What follows belongs to an exercise in optimizing a design on an open flow for small area, a short achievable clock period and few clock cycles per item; a production flow would make more cautious choices. No functional check of the RTL was part of this run. Power and IR drop assume default switching activity.

[design/flow/flow/run.sh]
#!/bin/bash
# Layout flow: the standard layout (standard.sh) with these changes.
#  1. Synthesis is the standard synthesis run with Yosys's `synth -noabc`, so
#     the full adders written out in the RTL are found by extract_fa before any
#     ABC restructuring (saving the inverters ABC leaves between them). The
#     registers are the standard synthesis's: same cells, and renamed to the
#     standard synthesis's names (rename_regs.py checks that they pair one to
#     one). If they do not pair, the standard synthesis is used as it is.
#  2. Every combinational cell of that netlist is set to the smallest drive
#     strength of its family (downsize.py); the flow's repair steps size up
#     what timing, slew or load needs.
#     Then an inverter that is the only load of the inverting gate driving
#     it is folded with that gate into the gate's non-inverting version
#     (merge_inv.py: nand2 + inv -> and2, a21oi + inv -> a21o, ...).
#     Last, ABC re-maps the combinational cells (all but the full adders) for
#     area: strash; dch -f; amap; topo; dnsize (remap.tcl, remap.abc).
#  3. The buffers on the input and output ports are buf_1 cells instead of
#     the flow's default choice, a delay cell (clkdlybuf4s50_1).
#  5. Clock tree synthesis runs with the flow's usual arguments plus
#     -dont_use_dummy_load (no dummy load cells on the clock tree's leaves).
# Each step's output goes to a log file of its own in this folder; the ORFS
# tools' own logs are under orfs/logs.
set -euo pipefail
R=$(pwd)/orfs/results/sky130hd/calc/base

# the standard synthesis, kept for its register names
bash standard.sh synth > 1_standard_synth.log 2>&1
cp "$R/1_2_yosys.v" std_1_2_yosys.v

# the same synthesis without ABC in Yosys's synth
rm -f "$R/1_2_yosys.v" "$R/1_synth.odb" "$R/1_synth.sdc"
if bash standard.sh SYNTH_ARGS=-noabc "$R/1_2_yosys.v" > 2_noabc_synth.log 2>&1 &&
   python3 flow/rename_regs.py std_1_2_yosys.v "$R/1_2_yosys.v" renamed_1_2_yosys.v > 3_rename.log 2>&1; then
  cp renamed_1_2_yosys.v "$R/1_2_yosys.v"
else
  echo "no-abc synthesis not used" >> 3_rename.log
  cp std_1_2_yosys.v "$R/1_2_yosys.v"
fi
# every combinational cell at the smallest drive strength of its family;
# the repair steps of the layout size up what timing, slew or load needs
python3 flow/downsize.py "$FLOW_HOME/platforms/sky130hd/lib/sky130_fd_sc_hd__tt_025C_1v80.lib" \
  "$R/1_2_yosys.v" downsized_1_2_yosys.v > 5_downsize.log 2>&1 &&
  cp downsized_1_2_yosys.v "$R/1_2_yosys.v"
# an inverter that alone loads the inverting gate driving it (NAND, NOR,
# AOI, OAI, ...) becomes, with that gate, the gate's non-inverting version
python3 flow/merge_inv.py "$R/1_2_yosys.v" merged_1_2_yosys.v \
  "$FLOW_HOME/platforms/sky130hd/lib/sky130_fd_sc_hd__tt_025C_1v80.lib" > 6_merge_inv.log 2>&1 &&
  cp merged_1_2_yosys.v "$R/1_2_yosys.v"
# the combinational cells re-mapped by ABC for area (remap.tcl, remap.abc);
# kept only if the registers are still the standard synthesis's
YOSYS="$FLOW_HOME/../tools/install/yosys/bin/yosys"
[[ -x "$YOSYS" ]] || YOSYS=yosys
DONT_USE=$(sed -n '/DONT_USE_CELLS += /,/^#/p' "$FLOW_HOME/platforms/sky130hd/config.mk" |
           grep -o 'sky130_fd_sc_hd__[A-Za-z0-9_]*' | tr '\n' ' ')
export DONT_USE
if NET="$R/1_2_yosys.v" OUT=remapped_1_2_yosys.v SCRIPT=flow/remap.abc \
     LIB="$FLOW_HOME/platforms/sky130hd/lib/sky130_fd_sc_hd__tt_025C_1v80.lib" \
     "$YOSYS" -c flow/remap.tcl > 7_remap.log 2>&1 &&
   python3 flow/rename_regs.py std_1_2_yosys.v remapped_1_2_yosys.v remapped2_1_2_yosys.v > 8_remap_regs.log 2>&1 &&
   ! grep -q -w -F -f <(tr ' ' '\n' <<< "$DONT_USE" | grep .) remapped2_1_2_yosys.v; then
  cp remapped2_1_2_yosys.v "$R/1_2_yosys.v"
else
  echo "re-mapped netlist not used" >> 8_remap_regs.log
fi
touch "$R/1_2_yosys.v"

bash standard.sh BUFFER_PORTS_ARGS="-buffer_cell sky130_fd_sc_hd__buf_1" SETUP_SLACK_MARGIN=29.55 CTS_ARGS="-sink_clustering_enable -repair_clock_nets -buf_list sky130_fd_sc_hd__clkbuf_8 -dont_use_dummy_load" finish > 4_layout.log 2>&1
[design/flow/flow/downsize.py]
#!/usr/bin/env python3
"""downsize.py LIB NETLIST OUT

Give every combinational cell of a Yosys netlist the smallest-area drive
strength of its own cell family (same function and pins, e.g. nand2_4 ->
nand2_1). Registers, adders and tie cells are left as they are. The flow's
repair steps afterwards size up whatever timing, slew or load needs."""
import re, sys

lib = open(sys.argv[1]).read()
area = {m.group(1): float(m.group(3)) for m in re.finditer(
    r'cell \("?(sky130_fd_sc_hd__\w+)"?\)\s*\{(.*?)area\s*:\s*([\d.]+)', lib, re.S)}
dont = {'sky130_fd_sc_hd__probe_p_8', 'sky130_fd_sc_hd__probec_p_8'}
fam = {}
for c in area:
    m = re.match(r'(sky130_fd_sc_hd__\w+?)_(\d+)$', c)
    if m and c not in dont and 'lpflow' not in c:
        fam.setdefault(m.group(1), []).append(c)
skip = re.compile(r'__(e?s?df|dl|sdf|edf|fa|ha|fah|conb|tap|fill|decap|clk|probe|dly|bufbuf|bufinv)')
best = {}
for f, cs in fam.items():
    best[f] = min(cs, key=lambda c: (area[c], c))
text = open(sys.argv[2]).read()
n = 0
def sub(m):
    global n
    c = m.group(1)
    if skip.search(c):
        return m.group(0)
    f = re.match(r'(sky130_fd_sc_hd__\w+?)_(\d+)$', c)
    if not f or f.group(1) not in best or best[f.group(1)] == c:
        return m.group(0)
    n += 1
    return m.group(0).replace(c, best[f.group(1)], 1)
out = re.sub(r'^\s*(sky130_fd_sc_hd__\w+)\s', sub, text, flags=re.M)
open(sys.argv[3], 'w').write(out)
print(f"{n} cells downsized")
[design/flow/flow/merge_inv.py]
#!/usr/bin/env python3
"""merge_inv.py NETLIST OUT LIB

Fold an inverter into the inverting gate that drives it, when the inverter
is that gate's only load and the gate's complement (same pins, e.g.
nand2 -> and2, a21oi -> a21o, mux2i -> mux2) is a smaller cell than the
two together. The function is unchanged."""
import re, sys
from collections import defaultdict

text = open(sys.argv[1]).read()
INST = re.compile(r'^(\s*)(sky130_fd_sc_hd__\w+)\s+(\\\S+|\S+)\s*\((.*?)\);\n', re.M | re.S)
PIN = re.compile(r'\.(\w+)\(\s*(\\\S+\s|[^()\s]+(?:\[\d+\])?)\s*\)')
insts = []
for m in INST.finditer(text):
    pins = {p: n.strip() for p, n in PIN.findall(m.group(4))}
    insts.append((m, pins))
uses = defaultdict(int)
for tok in re.findall(r'(\\\S+\s|[A-Za-z_][\w$]*(?:\[\d+\])?)', text):
    uses[tok.strip()] += 1
drv = {}
for k, (m, pins) in enumerate(insts):
    for p, n in pins.items():
        if p in ('X', 'Y'):
            drv[n] = k
# gate family -> family of its complement with the same pins (output X)
PAIRS = {'nand2': 'and2', 'nand3': 'and3', 'nand4': 'and4', 'nor2': 'or2',
         'nor3': 'or3', 'nor4': 'or4', 'nand2b': 'and2b', 'nand3b': 'and3b',
         'nand4b': 'and4b', 'nor2b': 'or2b', 'nor3b': 'or3b', 'nor4b': 'or4b',
         'a21oi': 'a21o', 'o21ai': 'o21a', 'a22oi': 'a22o', 'o22ai': 'o22a',
         'a211oi': 'a211o', 'o211ai': 'o211a', 'a31oi': 'a31o', 'o31ai': 'o31a',
         'a32oi': 'a32o', 'o32ai': 'o32a', 'a41oi': 'a41o', 'o41ai': 'o41a',
         'a221oi': 'a221o', 'o221ai': 'o221a', 'a311oi': 'a311o',
         'o311ai': 'o311a', 'a2111oi': 'a2111o', 'o2111ai': 'o2111a',
         'a21boi': 'a21bo', 'o21bai': 'o21ba', 'a2bb2oi': 'a2bb2o',
         'o2bb2ai': 'o2bb2a', 'mux2i': 'mux2', 'xnor2': 'xor2', 'xor2': 'xnor2'}
lib = open(sys.argv[3]).read()
area = {m.group(1): float(m.group(3)) for m in re.finditer(
    r'cell \("?(sky130_fd_sc_hd__\w+)"?\)\s*\{(.*?)area\s*:\s*([\d.]+)', lib, re.S)}
def smallest(f):
    cs = [c for c in area if re.fullmatch(rf'sky130_fd_sc_hd__{f}_\d+', c)]
    return min(cs, key=lambda c: (area[c], c)) if cs else None
drop, repl = set(), {}
for k, (m, pins) in enumerate(insts):
    fam = re.match(r'sky130_fd_sc_hd__(\w+?)_\d+$', m.group(2))
    if not fam or fam.group(1) != 'inv' or 'A' not in pins:
        continue
    n = pins['A']
    d = drv.get(n)
    if d is None or d in drop:
        continue
    dm, dpins = insts[d]
    dfam = re.match(r'sky130_fd_sc_hd__(\w+?)_\d+$', dm.group(2))
    if not dfam or dfam.group(1) not in PAIRS:
        continue
    # the gate's output must be used only by this inverter: the name appears
    # once as the gate's output, once as the inverter's input, and in its
    # wire declaration
    if uses[n] != 3:
        continue
    to = smallest(PAIRS[dfam.group(1)])
    if to is None or area[to] >= area[dm.group(2)] + area[m.group(2)]:
        continue
    ins = [p for p in dpins if p not in ('X', 'Y')]
    def net(x):
        return x + ' ' if x.startswith('\\') else x
    body = ",\n".join(f"    .{p}({net(dpins[p])})" for p in ins) + f",\n    .X({net(pins['Y'])})\n"
    repl[k] = f"{m.group(1)}{to} {m.group(3)} (\n{body}  );\n"
    drop.add(d)
out, last = [], 0
for k, (m, pins) in enumerate(insts):
    out.append(text[last:m.start()])
    if k in drop:
        pass
    elif k in repl:
        out.append(repl[k])
    else:
        out.append(m.group(0))
    last = m.end()
out.append(text[last:])
open(sys.argv[2], 'w').write("".join(out))
print(f"{len(repl)} inverters folded")
[design/flow/flow/remap.abc]
strash; dch -f; amap; topo; dnsize
[design/flow/flow/remap.tcl]
# Re-map a mapped netlist's combinational cells with ABC for area.
# Full adders, registers and tie cells stay as they are; half adders are
# re-mapped with the rest.
# Environment: NET (input netlist), OUT (output netlist), LIB (liberty),
# SCRIPT (ABC script), DONT_USE (cells ABC may not use).
yosys -import
set L $::env(LIB)
read_liberty -ignore_miss_func $L
read_verilog $::env(NET)
hierarchy -top calc
foreach m [list sky130_fd_sc_hd__fa_1 sky130_fd_sc_hd__fa_2 \
               sky130_fd_sc_hd__edfxtp_1 sky130_fd_sc_hd__dfxtp_1 sky130_fd_sc_hd__dfrtp_1 \
               sky130_fd_sc_hd__dfstp_1 sky130_fd_sc_hd__dfstp_2 sky130_fd_sc_hd__conb_1] {
  if {[llength [tee -q -s result.string select -list-mod $m]]} { blackbox $m }
}
flatten
opt_clean
# the platform's don't-use cells (DONT_USE_CELLS) are left out
set dont {}
foreach c [split [string trim $::env(DONT_USE)]] { if {$c ne ""} { lappend dont -dont_use $c } }
abc -liberty $L {*}$dont -script $::env(SCRIPT)
opt_clean -purge
splitnets
opt_clean -purge
hilomap -singleton -hicell sky130_fd_sc_hd__conb_1 HI -locell sky130_fd_sc_hd__conb_1 LO
insbuf -buf sky130_fd_sc_hd__buf_4 A X
opt_clean -purge
check
stat -liberty $L
write_verilog -noattr -nohex -nodec $::env(OUT)
[design/flow/flow/rename_regs.py]
#!/usr/bin/env python3
"""rename_regs.py STD NEW OUT

STD and NEW are two Yosys netlists of the same design, from the standard
synthesis and from the same synthesis with `synth -noabc`. Their registers are
the same but may differ in the suffix Yosys puts after the register's name
(for example ro[0]$_DFFE_PN_ against ro[0]$_DFFE_PP_: the polarity of the
enable, before it was mapped to the library's enable flip-flop). Write NEW to
OUT with each register instance renamed to the standard synthesis's name.
Exit 1, writing nothing, unless every register pairs one to one, with the
same cell type."""
import re, sys

REG = re.compile(r'^\s*(sky130_fd_sc_hd__\w*df\w*)\s+(\\\S+|\S+)\s*\(', re.M)

def regs(text):
    out = {}
    for cell, name in REG.findall(text):
        base = name.lstrip('\\').split('$')[0]
        if base in out:
            raise SystemExit(f"two registers with base name {base}")
        out[base] = (cell, name)
    return out

std_t = open(sys.argv[1]).read()
new_t = open(sys.argv[2]).read()
std, new = regs(std_t), regs(new_t)
if set(std) != set(new):
    sys.exit(f"register sets differ: {sorted(set(std) ^ set(new))[:10]}")
for b in std:
    if std[b][0] != new[b][0]:
        sys.exit(f"cell type differs for {b}: {std[b][0]} {new[b][0]}")
n = 0
def sub(m):
    global n
    cell, name = m.group(1), m.group(2)
    base = name.lstrip('\\').split('$')[0]
    want = std[base][1]
    if want != name:
        n += 1
    return m.group(0).replace(name, want, 1)
out = REG.sub(sub, new_t)
# no name may be used twice
names = [nm for _, nm in REG.findall(out)]
assert len(names) == len(set(names))
open(sys.argv[3], 'w').write(out)
print(f"{len(std)} registers paired, {n} renamed")
[design/flow/standard.sh]
#!/bin/bash
# synth_recipe.tcl (not shown) runs the flow's synth.tcl, then flattens the netlist and writes it again
# the make line also repeats each setting of config.mk as NAME=value (left out here)
make -C /OpenROAD-flow-scripts/flow DESIGN_CONFIG=/design/flow/config.mk WORK_HOME=/design/flow/orfs CLKGATE_MAP_FILE= SYNTH_SCRIPT=/design/flow/synth_recipe.tcl "${@:-finish}"
[design/flow/config.mk]
export PLATFORM = sky130hd
export DESIGN_NAME = calc
export DESIGN_NICKNAME = calc
export VERILOG_FILES = /design/flow/design.v
export SDC_FILE = /design/flow/constraint.sdc
export NUM_CORES = 4
export LEC_CHECK = 0
export ABC_AREA = 1
export CAP_MARGIN = 20
export CORE_MARGIN = 2
export CORE_UTILIZATION = 40
export CTS_BUF_LIST = sky130_fd_sc_hd__clkbuf_8
export SLEW_MARGIN = 20
[design/flow/constraint.sdc]
create_clock -name core_clock -period 38.0 [get_ports {clk}]
set_input_delay 7.6000 -clock core_clock [delete_from_list [all_inputs] [get_ports {clk}]]
set_output_delay 7.6000 -clock core_clock [all_outputs]
set_load 0.01 [all_outputs]
[design/flow/design.v]
module calc (
                  input [7:0]  inpA ,
                  input [7:0]  inpB ,
                  input [01:0] inpOpType ,
                  output[15:0] outC  ,
                  input        iValid ,
                  output       iStall ,
                  input        oStall ,
                  output       oValid ,
                  input        clk ,
                  input        rstn
                  ) ;
   reg         v0, v1, vo, vs ;
   reg         nvo, nvs ;
   reg  [7:0]  a0, b0 ;
   reg  [1:0]  op0 ;
   reg         dv1 ;           
   reg  [19:0] r1 ;
   reg  [15:0] ro, rs ;
   wire        frz  = ~nvs ;              
   wire        take = ~oStall | nvo ;     
   wire        sub  = op0[0] ;
   wire [7:0]  bx   = b0 ^ {8{sub}} ;
   wire [8:0]  ac ;
   wire [7:0]  as ;
   assign ac[0] = sub ;
   genvar j ;
   generate
     for (j = 0; j < 8; j = j + 1) begin : g_as
       assign as[j]   = a0[j] ^ bx[j] ^ ac[j] ;
       assign ac[j+1] = (a0[j] & bx[j]) | (a0[j] & ac[j]) | (bx[j] & ac[j]) ;
     end
   endgenerate
   wire        ov   = ac[8] ^ sub ;           
   wire [15:0] r_as = {{7{ov & sub}}, ov, as} ;
   wire [15:0] r_mul ;
   wire m_pp0_0 = a0[0] & b0[0];
   wire m_pp0_1 = a0[0] & b0[1];
   wire m_pp0_2 = a0[0] & b0[2];
   wire m_pp0_3 = a0[0] & b0[3];
   wire m_pp0_4 = a0[0] & b0[4];
   wire m_pp0_5 = a0[0] & b0[5];
   wire m_pp0_6 = a0[0] & b0[6];
   wire m_pp0_7 = a0[0] & b0[7];
   wire m_pp1_0 = a0[1] & b0[0];
   wire m_pp1_1 = a0[1] & b0[1];
   wire m_pp1_2 = a0[1] & b0[2];
   wire m_pp1_3 = a0[1] & b0[3];
   wire m_pp1_4 = a0[1] & b0[4];
   wire m_pp1_5 = a0[1] & b0[5];
   wire m_pp1_6 = a0[1] & b0[6];
   wire m_pp1_7 = a0[1] & b0[7];
   wire m_pp2_0 = a0[2] & b0[0];
   wire m_pp2_1 = a0[2] & b0[1];
   wire m_pp2_2 = a0[2] & b0[2];
   wire m_pp2_3 = a0[2] & b0[3];
   wire m_pp2_4 = a0[2] & b0[4];
   wire m_pp2_5 = a0[2] & b0[5];
   wire m_pp2_6 = a0[2] & b0[6];
   wire m_pp2_7 = a0[2] & b0[7];
   wire m_pp3_0 = a0[3] & b0[0];
   wire m_pp3_1 = a0[3] & b0[1];
   wire m_pp3_2 = a0[3] & b0[2];
   wire m_pp3_3 = a0[3] & b0[3];
   wire m_pp3_4 = a0[3] & b0[4];
   wire m_pp3_5 = a0[3] & b0[5];
   wire m_pp3_6 = a0[3] & b0[6];
   wire m_pp3_7 = a0[3] & b0[7];
   wire m_pp4_0 = a0[4] & b0[0];
   wire m_pp4_1 = a0[4] & b0[1];
   wire m_pp4_2 = a0[4] & b0[2];
   wire m_pp4_3 = a0[4] & b0[3];
   wire m_pp4_4 = a0[4] & b0[4];
   wire m_pp4_5 = a0[4] & b0[5];
   wire m_pp4_6 = a0[4] & b0[6];
   wire m_pp4_7 = a0[4] & b0[7];
   wire m_pp5_0 = a0[5] & b0[0];
   wire m_pp5_1 = a0[5] & b0[1];
   wire m_pp5_2 = a0[5] & b0[2];
   wire m_pp5_3 = a0[5] & b0[3];
   wire m_pp5_4 = a0[5] & b0[4];
   wire m_pp5_5 = a0[5] & b0[5];
   wire m_pp5_6 = a0[5] & b0[6];
   wire m_pp5_7 = a0[5] & b0[7];
   wire m_pp6_0 = a0[6] & b0[0];
   wire m_pp6_1 = a0[6] & b0[1];
   wire m_pp6_2 = a0[6] & b0[2];
   wire m_pp6_3 = a0[6] & b0[3];
   wire m_pp6_4 = a0[6] & b0[4];
   wire m_pp6_5 = a0[6] & b0[5];
   wire m_pp6_6 = a0[6] & b0[6];
   wire m_pp6_7 = a0[6] & b0[7];
   wire m_pp7_0 = a0[7] & b0[0];
   wire m_pp7_1 = a0[7] & b0[1];
   wire m_pp7_2 = a0[7] & b0[2];
   wire m_pp7_3 = a0[7] & b0[3];
   wire m_pp7_4 = a0[7] & b0[4];
   wire m_pp7_5 = a0[7] & b0[5];
   wire m_pp7_6 = a0[7] & b0[6];
   wire m_pp7_7 = a0[7] & b0[7];
   wire m_w1 = m_pp0_6 ^ m_pp1_5;
   wire m_w2 = m_pp0_6 & m_pp1_5;
   wire m_w3 = m_pp0_7 ^ m_pp1_6 ^ m_pp2_5;
   wire m_w4 = (m_pp0_7 & m_pp1_6) | (m_pp0_7 & m_pp2_5) | (m_pp1_6 & m_pp2_5);
   wire m_w5 = m_pp3_4 ^ m_pp4_3;
   wire m_w6 = m_pp3_4 & m_pp4_3;
   wire m_w7 = m_pp1_7 ^ m_pp2_6 ^ m_pp3_5;
   wire m_w8 = (m_pp1_7 & m_pp2_6) | (m_pp1_7 & m_pp3_5) | (m_pp2_6 & m_pp3_5);
   wire m_w9 = m_pp4_4 ^ m_pp5_3;
   wire m_w10 = m_pp4_4 & m_pp5_3;
   wire m_w11 = m_pp2_7 ^ m_pp3_6 ^ m_pp4_5;
   wire m_w12 = (m_pp2_7 & m_pp3_6) | (m_pp2_7 & m_pp4_5) | (m_pp3_6 & m_pp4_5);
   wire m_w13 = m_pp0_4 ^ m_pp1_3;
   wire m_w14 = m_pp0_4 & m_pp1_3;
   wire m_w15 = m_pp0_5 ^ m_pp1_4 ^ m_pp2_3;
   wire m_w16 = (m_pp0_5 & m_pp1_4) | (m_pp0_5 & m_pp2_3) | (m_pp1_4 & m_pp2_3);
   wire m_w17 = m_pp3_2 ^ m_pp4_1;
   wire m_w18 = m_pp3_2 & m_pp4_1;
   wire m_w19 = m_w1 ^ m_pp2_4 ^ m_pp3_3;
   wire m_w20 = (m_w1 & m_pp2_4) | (m_w1 & m_pp3_3) | (m_pp2_4 & m_pp3_3);
   wire m_w21 = m_pp4_2 ^ m_pp5_1 ^ m_pp6_0;
   wire m_w22 = (m_pp4_2 & m_pp5_1) | (m_pp4_2 & m_pp6_0) | (m_pp5_1 & m_pp6_0);
   wire m_w23 = m_w3 ^ m_w5 ^ m_pp5_2;
   wire m_w24 = (m_w3 & m_w5) | (m_w3 & m_pp5_2) | (m_w5 & m_pp5_2);
   wire m_w25 = m_pp6_1 ^ m_pp7_0 ^ m_w2;
   wire m_w26 = (m_pp6_1 & m_pp7_0) | (m_pp6_1 & m_w2) | (m_pp7_0 & m_w2);
   wire m_w27 = m_w7 ^ m_w9 ^ m_pp6_2;
   wire m_w28 = (m_w7 & m_w9) | (m_w7 & m_pp6_2) | (m_w9 & m_pp6_2);
   wire m_w29 = m_pp7_1 ^ m_w4 ^ m_w6;
   wire m_w30 = (m_pp7_1 & m_w4) | (m_pp7_1 & m_w6) | (m_w4 & m_w6);
   wire m_w31 = m_w11 ^ m_pp5_4 ^ m_pp6_3;
   wire m_w32 = (m_w11 & m_pp5_4) | (m_w11 & m_pp6_3) | (m_pp5_4 & m_pp6_3);
   wire m_w33 = m_pp7_2 ^ m_w8 ^ m_w10;
   wire m_w34 = (m_pp7_2 & m_w8) | (m_pp7_2 & m_w10) | (m_w8 & m_w10);
   wire m_w35 = m_pp3_7 ^ m_pp4_6 ^ m_pp5_5;
   wire m_w36 = (m_pp3_7 & m_pp4_6) | (m_pp3_7 & m_pp5_5) | (m_pp4_6 & m_pp5_5);
   wire m_w37 = m_pp6_4 ^ m_pp7_3 ^ m_w12;
   wire m_w38 = (m_pp6_4 & m_pp7_3) | (m_pp6_4 & m_w12) | (m_pp7_3 & m_w12);
   wire m_w39 = m_pp4_7 ^ m_pp5_6 ^ m_pp6_5;
   wire m_w40 = (m_pp4_7 & m_pp5_6) | (m_pp4_7 & m_pp6_5) | (m_pp5_6 & m_pp6_5);
   wire m_w41 = m_pp0_3 ^ m_pp1_2;
   wire m_w42 = m_pp0_3 & m_pp1_2;
   wire m_w43 = m_w13 ^ m_pp2_2 ^ m_pp3_1;
   wire m_w44 = (m_w13 & m_pp2_2) | (m_w13 & m_pp3_1) | (m_pp2_2 & m_pp3_1);
   wire m_w45 = m_w15 ^ m_w17 ^ m_pp5_0;
   wire m_w46 = (m_w15 & m_w17) | (m_w15 & m_pp5_0) | (m_w17 & m_pp5_0);
   wire m_w47 = m_w19 ^ m_w21 ^ m_w16;
   wire m_w48 = (m_w19 & m_w21) | (m_w19 & m_w16) | (m_w21 & m_w16);
   wire m_w49 = m_w23 ^ m_w25 ^ m_w20;
   wire m_w50 = (m_w23 & m_w25) | (m_w23 & m_w20) | (m_w25 & m_w20);
   wire m_w51 = m_w27 ^ m_w29 ^ m_w24;
   wire m_w52 = (m_w27 & m_w29) | (m_w27 & m_w24) | (m_w29 & m_w24);
   wire m_w53 = m_w31 ^ m_w33 ^ m_w28;
   wire m_w54 = (m_w31 & m_w33) | (m_w31 & m_w28) | (m_w33 & m_w28);
   wire m_w55 = m_w35 ^ m_w37 ^ m_w32;
   wire m_w56 = (m_w35 & m_w37) | (m_w35 & m_w32) | (m_w37 & m_w32);
   wire m_w57 = m_w39 ^ m_pp7_4 ^ m_w36;
   wire m_w58 = (m_w39 & m_pp7_4) | (m_w39 & m_w36) | (m_pp7_4 & m_w36);
   wire m_w59 = m_pp5_7 ^ m_pp6_6 ^ m_pp7_5;
   wire m_w60 = (m_pp5_7 & m_pp6_6) | (m_pp5_7 & m_pp7_5) | (m_pp6_6 & m_pp7_5);
   wire m_w61 = m_pp0_2 ^ m_pp1_1;
   wire m_w62 = m_pp0_2 & m_pp1_1;
   wire m_w63 = m_w41 ^ m_pp2_1 ^ m_pp3_0;
   wire m_w64 = (m_w41 & m_pp2_1) | (m_w41 & m_pp3_0) | (m_pp2_1 & m_pp3_0);
   wire m_w65 = m_w43 ^ m_pp4_0 ^ m_w42;
   wire m_w66 = (m_w43 & m_pp4_0) | (m_w43 & m_w42) | (m_pp4_0 & m_w42);
   wire m_w67 = m_w45 ^ m_w14 ^ m_w44;
   wire m_w68 = (m_w45 & m_w14) | (m_w45 & m_w44) | (m_w14 & m_w44);
   wire m_w69 = m_w47 ^ m_w18 ^ m_w46;
   wire m_w70 = (m_w47 & m_w18) | (m_w47 & m_w46) | (m_w18 & m_w46);
   wire m_w71 = m_w49 ^ m_w22 ^ m_w48;
   wire m_w72 = (m_w49 & m_w22) | (m_w49 & m_w48) | (m_w22 & m_w48);
   wire m_w73 = m_w51 ^ m_w26 ^ m_w50;
   wire m_w74 = (m_w51 & m_w26) | (m_w51 & m_w50) | (m_w26 & m_w50);
   wire m_w75 = m_w53 ^ m_w30 ^ m_w52;
   wire m_w76 = (m_w53 & m_w30) | (m_w53 & m_w52) | (m_w30 & m_w52);
   wire m_w77 = m_w55 ^ m_w34 ^ m_w54;
   wire m_w78 = (m_w55 & m_w34) | (m_w55 & m_w54) | (m_w34 & m_w54);
   wire m_w79 = m_w57 ^ m_w38 ^ m_w56;
   wire m_w80 = (m_w57 & m_w38) | (m_w57 & m_w56) | (m_w38 & m_w56);
   wire m_w81 = m_w59 ^ m_w40 ^ m_w58;
   wire m_w82 = (m_w59 & m_w40) | (m_w59 & m_w58) | (m_w40 & m_w58);
   wire m_w83 = m_pp6_7 ^ m_pp7_6 ^ m_w60;
   wire m_w84 = (m_pp6_7 & m_pp7_6) | (m_pp6_7 & m_w60) | (m_pp7_6 & m_w60);
   wire m_w85 = m_pp0_1 ^ m_pp1_0;
   wire m_w86 = m_pp0_1 & m_pp1_0;
   wire m_w87 = m_w61 ^ m_pp2_0 ^ m_w86;
   wire m_w88 = (m_w61 & m_pp2_0) | (m_w61 & m_w86) | (m_pp2_0 & m_w86);
   wire m_w89 = m_w63 ^ m_w62 ^ m_w88;
   wire m_w90 = (m_w63 & m_w62) | (m_w63 & m_w88) | (m_w62 & m_w88);
   wire m_w91 = m_w65 ^ m_w64 ^ m_w90;
   wire m_w92 = (m_w65 & m_w64) | (m_w65 & m_w90) | (m_w64 & m_w90);
   wire m_w93 = m_w67 ^ m_w66 ^ m_w92;
   wire m_w94 = (m_w67 & m_w66) | (m_w67 & m_w92) | (m_w66 & m_w92);
   wire m_w95 = m_w69 ^ m_w68 ^ m_w94;
   wire m_w96 = (m_w69 & m_w68) | (m_w69 & m_w94) | (m_w68 & m_w94);
   wire m_w97 = m_w71 ^ m_w70 ^ m_w96;
   wire m_w98 = (m_w71 & m_w70) | (m_w71 & m_w96) | (m_w70 & m_w96);
   wire m_w99 = m_w73 ^ m_w72 ^ m_w98;
   wire m_w100 = (m_w73 & m_w72) | (m_w73 & m_w98) | (m_w72 & m_w98);
   wire m_w101 = m_w75 ^ m_w74 ^ m_w100;
   wire m_w102 = (m_w75 & m_w74) | (m_w75 & m_w100) | (m_w74 & m_w100);
   wire m_w103 = m_w77 ^ m_w76 ^ m_w102;
   wire m_w104 = (m_w77 & m_w76) | (m_w77 & m_w102) | (m_w76 & m_w102);
   wire m_w105 = m_w79 ^ m_w78 ^ m_w104;
   wire m_w106 = (m_w79 & m_w78) | (m_w79 & m_w104) | (m_w78 & m_w104);
   wire m_w107 = m_w81 ^ m_w80 ^ m_w106;
   wire m_w108 = (m_w81 & m_w80) | (m_w81 & m_w106) | (m_w80 & m_w106);
   wire m_w109 = m_w83 ^ m_w82 ^ m_w108;
   wire m_w110 = (m_w83 & m_w82) | (m_w83 & m_w108) | (m_w82 & m_w108);
   wire m_w111 = m_pp7_7 ^ m_w84 ^ m_w110;
   wire m_w112 = (m_pp7_7 & m_w84) | (m_pp7_7 & m_w110) | (m_w84 & m_w110);
   wire m_w113 = 1'b0 ^ m_w112;
   wire m_w114 = 1'b0 & m_w112;
   assign r_mul = {m_w113,m_w111,m_w109,m_w107,m_w105,m_w103,m_w101,m_w99,m_w97,m_w95,m_w93,m_w91,m_w89,m_w87,m_w85,m_pp0_0};
   wire dhhz1 = ~|b0[7:1] ;
   wire dhhz2 = ~|b0[7:2] ;
   wire dhhz3 = ~|b0[7:3] ;
   wire dhhz4 = ~|b0[7:4] ;
   wire dhhz5 = ~|b0[7:5] ;
   wire dhhz6 = ~|b0[7:6] ;
   wire dhhz7 = ~|b0[7:7] ;
   wire dhhz8 = 1'b1 ;
   wire dh7_hz = dhhz1 ;
   wire [1:0] dh7_br ;
   wire [0:0] dh7_d ;
   assign dh7_br[0] = 1'b0 ;
   assign dh7_d[0] = a0[7] ^ b0[0] ^ dh7_br[0] ;
   assign dh7_br[1] = (~a0[7] & b0[0]) | (~(a0[7] ^ b0[0]) & dh7_br[0]) ;
   wire dh7_q = dh7_hz & ~dh7_br[1] ;
   wire dh7_r0 = dh7_q ? dh7_d[0] : a0[7] ;
   wire dh6_hz = dhhz2 ;
   wire [2:0] dh6_br ;
   wire [1:0] dh6_d ;
   assign dh6_br[0] = 1'b0 ;
   assign dh6_d[0] = a0[6] ^ b0[0] ^ dh6_br[0] ;
   assign dh6_br[1] = (~a0[6] & b0[0]) | (~(a0[6] ^ b0[0]) & dh6_br[0]) ;
   assign dh6_d[1] = dh7_r0 ^ b0[1] ^ dh6_br[1] ;
   assign dh6_br[2] = (~dh7_r0 & b0[1]) | (~(dh7_r0 ^ b0[1]) & dh6_br[1]) ;
   wire dh6_q = dh6_hz & ~dh6_br[2] ;
   wire dh6_r0 = dh6_q ? dh6_d[0] : a0[6] ;
   wire dh6_r1 = dh6_q ? dh6_d[1] : dh7_r0 ;
   wire dh5_hz = dhhz3 ;
   wire [3:0] dh5_br ;
   wire [2:0] dh5_d ;
   assign dh5_br[0] = 1'b0 ;
   assign dh5_d[0] = a0[5] ^ b0[0] ^ dh5_br[0] ;
   assign dh5_br[1] = (~a0[5] & b0[0]) | (~(a0[5] ^ b0[0]) & dh5_br[0]) ;
   assign dh5_d[1] = dh6_r0 ^ b0[1] ^ dh5_br[1] ;
   assign dh5_br[2] = (~dh6_r0 & b0[1]) | (~(dh6_r0 ^ b0[1]) & dh5_br[1]) ;
   assign dh5_d[2] = dh6_r1 ^ b0[2] ^ dh5_br[2] ;
   assign dh5_br[3] = (~dh6_r1 & b0[2]) | (~(dh6_r1 ^ b0[2]) & dh5_br[2]) ;
   wire dh5_q = dh5_hz & ~dh5_br[3] ;
   wire dh5_r0 = dh5_q ? dh5_d[0] : a0[5] ;
   wire dh5_r1 = dh5_q ? dh5_d[1] : dh6_r0 ;
   wire dh5_r2 = dh5_q ? dh5_d[2] : dh6_r1 ;
   wire dh4_hz = dhhz4 ;
   wire [4:0] dh4_br ;
   wire [3:0] dh4_d ;
   assign dh4_br[0] = 1'b0 ;
   assign dh4_d[0] = a0[4] ^ b0[0] ^ dh4_br[0] ;
   assign dh4_br[1] = (~a0[4] & b0[0]) | (~(a0[4] ^ b0[0]) & dh4_br[0]) ;
   assign dh4_d[1] = dh5_r0 ^ b0[1] ^ dh4_br[1] ;
   assign dh4_br[2] = (~dh5_r0 & b0[1]) | (~(dh5_r0 ^ b0[1]) & dh4_br[1]) ;
   assign dh4_d[2] = dh5_r1 ^ b0[2] ^ dh4_br[2] ;
   assign dh4_br[3] = (~dh5_r1 & b0[2]) | (~(dh5_r1 ^ b0[2]) & dh4_br[2]) ;
   assign dh4_d[3] = dh5_r2 ^ b0[3] ^ dh4_br[3] ;
   assign dh4_br[4] = (~dh5_r2 & b0[3]) | (~(dh5_r2 ^ b0[3]) & dh4_br[3]) ;
   wire dh4_q = dh4_hz & ~dh4_br[4] ;
   wire dh4_r0 = dh4_q ? dh4_d[0] : a0[4] ;
   wire dh4_r1 = dh4_q ? dh4_d[1] : dh5_r0 ;
   wire dh4_r2 = dh4_q ? dh4_d[2] : dh5_r1 ;
   wire dh4_r3 = dh4_q ? dh4_d[3] : dh5_r2 ;
   wire [19:0] dstate = {b0, {dh7_q, dh6_q, dh5_q, dh4_q}, {dh4_r3, dh4_r2, dh4_r1, dh4_r0}, a0[3:0]} ;
   wire        dv0  = op0[1] & op0[0] ;
   wire [19:0] r1_n = {dstate[19:16], dv0 ? dstate[15:0] : (op0[1] ? r_mul : r_as)} ;
   wire [7:0]  b1 = r1[19:12] ;
   wire dlhz1 = ~|b1[7:1] ;
   wire dlhz2 = ~|b1[7:2] ;
   wire dlhz3 = ~|b1[7:3] ;
   wire dlhz4 = ~|b1[7:4] ;
   wire dlhz5 = ~|b1[7:5] ;
   wire dlhz6 = ~|b1[7:6] ;
   wire dlhz7 = ~|b1[7:7] ;
   wire dlhz8 = 1'b1 ;
   wire dl3_hz = dlhz5 ;
   wire [5:0] dl3_br ;
   wire [4:0] dl3_d ;
   assign dl3_br[0] = 1'b0 ;
   assign dl3_d[0] = r1[3] ^ b1[0] ^ dl3_br[0] ;
   assign dl3_br[1] = (~r1[3] & b1[0]) | (~(r1[3] ^ b1[0]) & dl3_br[0]) ;
   assign dl3_d[1] = r1[4] ^ b1[1] ^ dl3_br[1] ;
   assign dl3_br[2] = (~r1[4] & b1[1]) | (~(r1[4] ^ b1[1]) & dl3_br[1]) ;
   assign dl3_d[2] = r1[5] ^ b1[2] ^ dl3_br[2] ;
   assign dl3_br[3] = (~r1[5] & b1[2]) | (~(r1[5] ^ b1[2]) & dl3_br[2]) ;
   assign dl3_d[3] = r1[6] ^ b1[3] ^ dl3_br[3] ;
   assign dl3_br[4] = (~r1[6] & b1[3]) | (~(r1[6] ^ b1[3]) & dl3_br[3]) ;
   assign dl3_d[4] = r1[7] ^ b1[4] ^ dl3_br[4] ;
   assign dl3_br[5] = (~r1[7] & b1[4]) | (~(r1[7] ^ b1[4]) & dl3_br[4]) ;
   wire dl3_q = dl3_hz & ~dl3_br[5] ;
   wire dl3_r0 = dl3_q ? dl3_d[0] : r1[3] ;
   wire dl3_r1 = dl3_q ? dl3_d[1] : r1[4] ;
   wire dl3_r2 = dl3_q ? dl3_d[2] : r1[5] ;
   wire dl3_r3 = dl3_q ? dl3_d[3] : r1[6] ;
   wire dl3_r4 = dl3_q ? dl3_d[4] : r1[7] ;
   wire dl2_hz = dlhz6 ;
   wire [6:0] dl2_br ;
   wire [5:0] dl2_d ;
   assign dl2_br[0] = 1'b0 ;
   assign dl2_d[0] = r1[2] ^ b1[0] ^ dl2_br[0] ;
   assign dl2_br[1] = (~r1[2] & b1[0]) | (~(r1[2] ^ b1[0]) & dl2_br[0]) ;
   assign dl2_d[1] = dl3_r0 ^ b1[1] ^ dl2_br[1] ;
   assign dl2_br[2] = (~dl3_r0 & b1[1]) | (~(dl3_r0 ^ b1[1]) & dl2_br[1]) ;
   assign dl2_d[2] = dl3_r1 ^ b1[2] ^ dl2_br[2] ;
   assign dl2_br[3] = (~dl3_r1 & b1[2]) | (~(dl3_r1 ^ b1[2]) & dl2_br[2]) ;
   assign dl2_d[3] = dl3_r2 ^ b1[3] ^ dl2_br[3] ;
   assign dl2_br[4] = (~dl3_r2 & b1[3]) | (~(dl3_r2 ^ b1[3]) & dl2_br[3]) ;
   assign dl2_d[4] = dl3_r3 ^ b1[4] ^ dl2_br[4] ;
   assign dl2_br[5] = (~dl3_r3 & b1[4]) | (~(dl3_r3 ^ b1[4]) & dl2_br[4]) ;
   assign dl2_d[5] = dl3_r4 ^ b1[5] ^ dl2_br[5] ;
   assign dl2_br[6] = (~dl3_r4 & b1[5]) | (~(dl3_r4 ^ b1[5]) & dl2_br[5]) ;
   wire dl2_q = dl2_hz & ~dl2_br[6] ;
   wire dl2_r0 = dl2_q ? dl2_d[0] : r1[2] ;
   wire dl2_r1 = dl2_q ? dl2_d[1] : dl3_r0 ;
   wire dl2_r2 = dl2_q ? dl2_d[2] : dl3_r1 ;
   wire dl2_r3 = dl2_q ? dl2_d[3] : dl3_r2 ;
   wire dl2_r4 = dl2_q ? dl2_d[4] : dl3_r3 ;
   wire dl2_r5 = dl2_q ? dl2_d[5] : dl3_r4 ;
   wire dl1_hz = dlhz7 ;
   wire [7:0] dl1_br ;
   wire [6:0] dl1_d ;
   assign dl1_br[0] = 1'b0 ;
   assign dl1_d[0] = r1[1] ^ b1[0] ^ dl1_br[0] ;
   assign dl1_br[1] = (~r1[1] & b1[0]) | (~(r1[1] ^ b1[0]) & dl1_br[0]) ;
   assign dl1_d[1] = dl2_r0 ^ b1[1] ^ dl1_br[1] ;
   assign dl1_br[2] = (~dl2_r0 & b1[1]) | (~(dl2_r0 ^ b1[1]) & dl1_br[1]) ;
   assign dl1_d[2] = dl2_r1 ^ b1[2] ^ dl1_br[2] ;
   assign dl1_br[3] = (~dl2_r1 & b1[2]) | (~(dl2_r1 ^ b1[2]) & dl1_br[2]) ;
   assign dl1_d[3] = dl2_r2 ^ b1[3] ^ dl1_br[3] ;
   assign dl1_br[4] = (~dl2_r2 & b1[3]) | (~(dl2_r2 ^ b1[3]) & dl1_br[3]) ;
   assign dl1_d[4] = dl2_r3 ^ b1[4] ^ dl1_br[4] ;
   assign dl1_br[5] = (~dl2_r3 & b1[4]) | (~(dl2_r3 ^ b1[4]) & dl1_br[4]) ;
   assign dl1_d[5] = dl2_r4 ^ b1[5] ^ dl1_br[5] ;
   assign dl1_br[6] = (~dl2_r4 & b1[5]) | (~(dl2_r4 ^ b1[5]) & dl1_br[5]) ;
   assign dl1_d[6] = dl2_r5 ^ b1[6] ^ dl1_br[6] ;
   assign dl1_br[7] = (~dl2_r5 & b1[6]) | (~(dl2_r5 ^ b1[6]) & dl1_br[6]) ;
   wire dl1_q = dl1_hz & ~dl1_br[7] ;
   wire dl1_r0 = dl1_q ? dl1_d[0] : r1[1] ;
   wire dl1_r1 = dl1_q ? dl1_d[1] : dl2_r0 ;
   wire dl1_r2 = dl1_q ? dl1_d[2] : dl2_r1 ;
   wire dl1_r3 = dl1_q ? dl1_d[3] : dl2_r2 ;
   wire dl1_r4 = dl1_q ? dl1_d[4] : dl2_r3 ;
   wire dl1_r5 = dl1_q ? dl1_d[5] : dl2_r4 ;
   wire dl1_r6 = dl1_q ? dl1_d[6] : dl2_r5 ;
   wire dl0_hz = dlhz8 ;
   wire [8:0] dl0_br ;
   wire [7:0] dl0_d ;
   assign dl0_br[0] = 1'b0 ;
   assign dl0_d[0] = r1[0] ^ b1[0] ^ dl0_br[0] ;
   assign dl0_br[1] = (~r1[0] & b1[0]) | (~(r1[0] ^ b1[0]) & dl0_br[0]) ;
   assign dl0_d[1] = dl1_r0 ^ b1[1] ^ dl0_br[1] ;
   assign dl0_br[2] = (~dl1_r0 & b1[1]) | (~(dl1_r0 ^ b1[1]) & dl0_br[1]) ;
   assign dl0_d[2] = dl1_r1 ^ b1[2] ^ dl0_br[2] ;
   assign dl0_br[3] = (~dl1_r1 & b1[2]) | (~(dl1_r1 ^ b1[2]) & dl0_br[2]) ;
   assign dl0_d[3] = dl1_r2 ^ b1[3] ^ dl0_br[3] ;
   assign dl0_br[4] = (~dl1_r2 & b1[3]) | (~(dl1_r2 ^ b1[3]) & dl0_br[3]) ;
   assign dl0_d[4] = dl1_r3 ^ b1[4] ^ dl0_br[4] ;
   assign dl0_br[5] = (~dl1_r3 & b1[4]) | (~(dl1_r3 ^ b1[4]) & dl0_br[4]) ;
   assign dl0_d[5] = dl1_r4 ^ b1[5] ^ dl0_br[5] ;
   assign dl0_br[6] = (~dl1_r4 & b1[5]) | (~(dl1_r4 ^ b1[5]) & dl0_br[5]) ;
   assign dl0_d[6] = dl1_r5 ^ b1[6] ^ dl0_br[6] ;
   assign dl0_br[7] = (~dl1_r5 & b1[6]) | (~(dl1_r5 ^ b1[6]) & dl0_br[6]) ;
   assign dl0_d[7] = dl1_r6 ^ b1[7] ^ dl0_br[7] ;
   assign dl0_br[8] = (~dl1_r6 & b1[7]) | (~(dl1_r6 ^ b1[7]) & dl0_br[7]) ;
   wire dl0_q = dl0_hz & ~dl0_br[8] ;
   wire [15:0] res = dv1 ? ((b1 == 8'd0) ? 16'd0 : {8'd0, r1[11:8], {dl3_q, dl2_q, dl1_q, dl0_q}})
                         : r1[15:0] ;
   reg         vo_n, vs_n ;
   always @* begin
     vo_n = ~nvo ;
     vs_n = frz ;
     if (take) begin
       if (frz) begin
         vo_n = 1'b1 ;
         vs_n = 1'b0 ;
       end
       else vo_n = v1 ;
     end
     else if (!frz) vs_n = v1 ;
   end
always @(posedge clk or negedge rstn) begin
  if (!rstn) begin
    v0  <= 1'b0 ;
    v1  <= 1'b0 ;
    vo  <= 1'b0 ;
    vs  <= 1'b0 ;
    nvo <= 1'b1 ;
    nvs <= 1'b1 ;
  end
  else begin
    if (!frz) begin
      v0 <= iValid ;
      v1 <= v0 ;
    end
    vo  <= vo_n ;
    vs  <= vs_n ;
    nvo <= ~vo_n ;
    nvs <= ~vs_n ;
  end
end
always @(posedge clk) begin
  if (!frz) begin
    a0  <= inpA ;
    b0  <= inpB ;
    op0 <= inpOpType ;
    dv1 <= dv0 ;
    r1  <= r1_n ;
  end
  if (take) ro <= frz ? rs : res ;
  if (!frz) rs <= res ;
end
assign iStall = vs ;
assign oValid = vo ;
assign outC   = ro ;
endmodule
==> flow_summary.ini <==
[setup_path]
r2r_cells = 33
path_delay_family = flip-flops
slowest_delay_ns = 0.38
r2r-start = r1[12]
rrSetupSlack_ns = 29.62
cp_slowest_cell = edfxtp_1
arrival_ns = 0.89
r2r_end = ro[0]
crit_path_end_kind = output pin
critical_path_buf_inv_count = 1
critPathLaunch = ro[13]
worstSetupPathType = reg2out
path_cells = clkbuf_2
required_ns = 30.40
cp-start-kind = register
path_max_fanout = 1

[place]
dp.final_hpwl_um = 8410
place_area_mm2 = 0.00542
gp_congestion = 0.906
port_buffers = 39

[synth]
syn_avg_cell_area_um2 = 12.0
yosysWarnings = 1
synth_fp_nets = 518
synthCells = 419
syn-cell-area_mm2 = 0.00501

[layout]
fin_util_pct = 47.2
final_nets = 581
drive_above_1_share_pct = 14.2
fill_cells = 1111
areaGrowthSynthToFinish_pct = 14.1
antenna_cells = 0
finish.instance_area_mm2 = 0.00571

[min_path]
hp-start = v1
whs_endpoint = nvo
hold_path.class = reg2reg
hold_depth = 1

[pwr]
finalPower_mw = 0.604
leakage_nw = 2.12
ir_drop_mv = 0.0661
power_density_mw_per_mm2 = 106

[sta]
slew_headroom_pct = 35.9
finalSetupViolations = 0
hold_violations = 0
rsz0062_at_grt = true
setup_tns_ns = 0
finalCriticalPeriod_ns = 8.49
finClkSkew_ns = 0.0303
worst_pin_slew_ns = 0.961
drv_slew = 0
max_freq_ghz = 0.118
fin_crit_sh_pct = 22.3

[grt]
grt_start_max_net_pins = 44
antenna_found_initial = 1
overflow = 0
grt_pass1_vias = 3689
track_usage_pct = 18.0
grt_pass1_wl_um = 18500

[clocking]
clock-sinks = 77
hold_buffers = 0
path_clk_slew_ns = 0.09
cts_tree = yes
clk_path_buf_depth = 2
cts_root_buffer = clkbuf_8
h-tree-depth = 3
clk_latency_ns = 0.37
cts_made_buffers = 9

[die]
rows = 40
num_io_pins = 40
dieArea_mm2 = 0.0134
fp.dieH_um = 116
start_util_pct = 41.3
die_w_um = 116
core_mm2 = 0.0121

[route]
vias = 3572
viasPerCell = 5.51
wl_um = 11200
drt_iter0_markers = 304
dr.pass1.iters = 6
drc = 0
post_drt_wl_per_cell_um = 17.2
ant_nets = 0

[run]
maxCapViolCount = 0

[status]
outcome = finished clean
## layout by cell type, fill, tap and decap left out, types with 8 or more instances in the layout
cell	n
nand2_1	23
a22o_1	8
nor2_1	73
clkbuf_8	9
a22oi_1	12
dfxtp_1	16
clkbuf_2	15
buf_1	24
a21oi_1	24
buf_4	13
o22a_1	9
edfxtp_1	55
clkinv_1	40
o22ai_1	9
o21ai_0	18
fa_2	15
fa_1	62
## worst max-delay path by stage
stage,endpoint,cells past startpoint,slack [ns]
after detailed placement,ro[0],32,29.09
after floorplan,ro[0],31,29.51
after CTS,outC[13],1,29.49
final,outC[13],1,29.51
after global routing,ro[0],39,29.34
after global placement,ro[0],31,29.24
## per-layer routing
metal	track usage, %	up-vias	wire length [um]	part of all wire [%]
met5	0	-	0	0
met4	5.63	0	172	1.5
met3	4.76	15	714	6.4
met2	29.9	150	5460	49
met1	23.2	1796	4830	43
li1	-	1611	-	-
## metrics by stage
stage | hold WS, ns | setup slack, ns | std cells
after global placement | 0.437 | 29.24 | 626
after CTS | 0.472 | 29.49 | 641
after global routing | 0.500 | 29.34 | 648
after detailed placement | 0.441 | 29.09 | 626
after floorplan | 0.407 | 29.51 | 419
final | 0.466 | 29.51 | 648
## what timing repair did
| item | 4_1_cts | 5_1_grt |
|---|---|---|
| gates resized for setup | 5 | 29 |
| endpoints found under the setup margin | 15 | 20 |
| buffers inserted | 6 | 7 |
| pin swaps | 6 | 13 |
## area by class of cell
cell class              instances  area, um2  area share [%]
inverters                      45        183            3.20
clock buffers                   9        124            2.17
multi-input cells             297       2810            49.2
well taps                     168        210            3.68
flip-flops and latches         77       2120            37.2
repair buffers                 52        263            4.60
## registers in the layout, summed over array words and instances (netlist names)
| name | cells |
|---|---|
| rs | 16 |
| v0 | 1 |
| op0 | 2 |
| nvs | 1 |
| vs | 1 |
| nvo | 1 |
| v1 | 1 |
| dv1 | 1 |
| vo | 1 |
| b0 | 8 |
| a0 | 8 |
| ro | 16 |
| r1 | 20 |
## power breakdown
part	leakage (nW)	internal, mW	total [mW]	switching [mW]
Clock	0.0647	0.0211	0.0470	0.0259
Combinational	1.29	0.175	0.384	0.209
Sequential	0.764	0.139	0.173	0.0337

==> re-timing with driven ports <==
How much do the figures lean on ideal ports? The routed layout below was timed once more, with nothing changed but the port constraints. Step 1 assumes that a clkbuf_16 drives the clock port and a buf_2 every other input. Step 2 moves the port delays by t, midway between the first and last clock arrival at a register: inputs arrive t later, outputs are due t later. That takes back most of the time a late clock gives input paths. Slacks: ideal / step 1 / step 2; pairs: ideal / step 1.
t (ns): 0.390
setup WS [ns]: 29.511 / 29.475 / 29.435
worst setup path at the end: input to register
worst register clock-pin slew, ns: 0.09 / 0.09
After both steps this run still meets setup and hold. For this run, drivers alone change the setup slack by -0.036 ns; drivers and shift together by -0.076 ns.
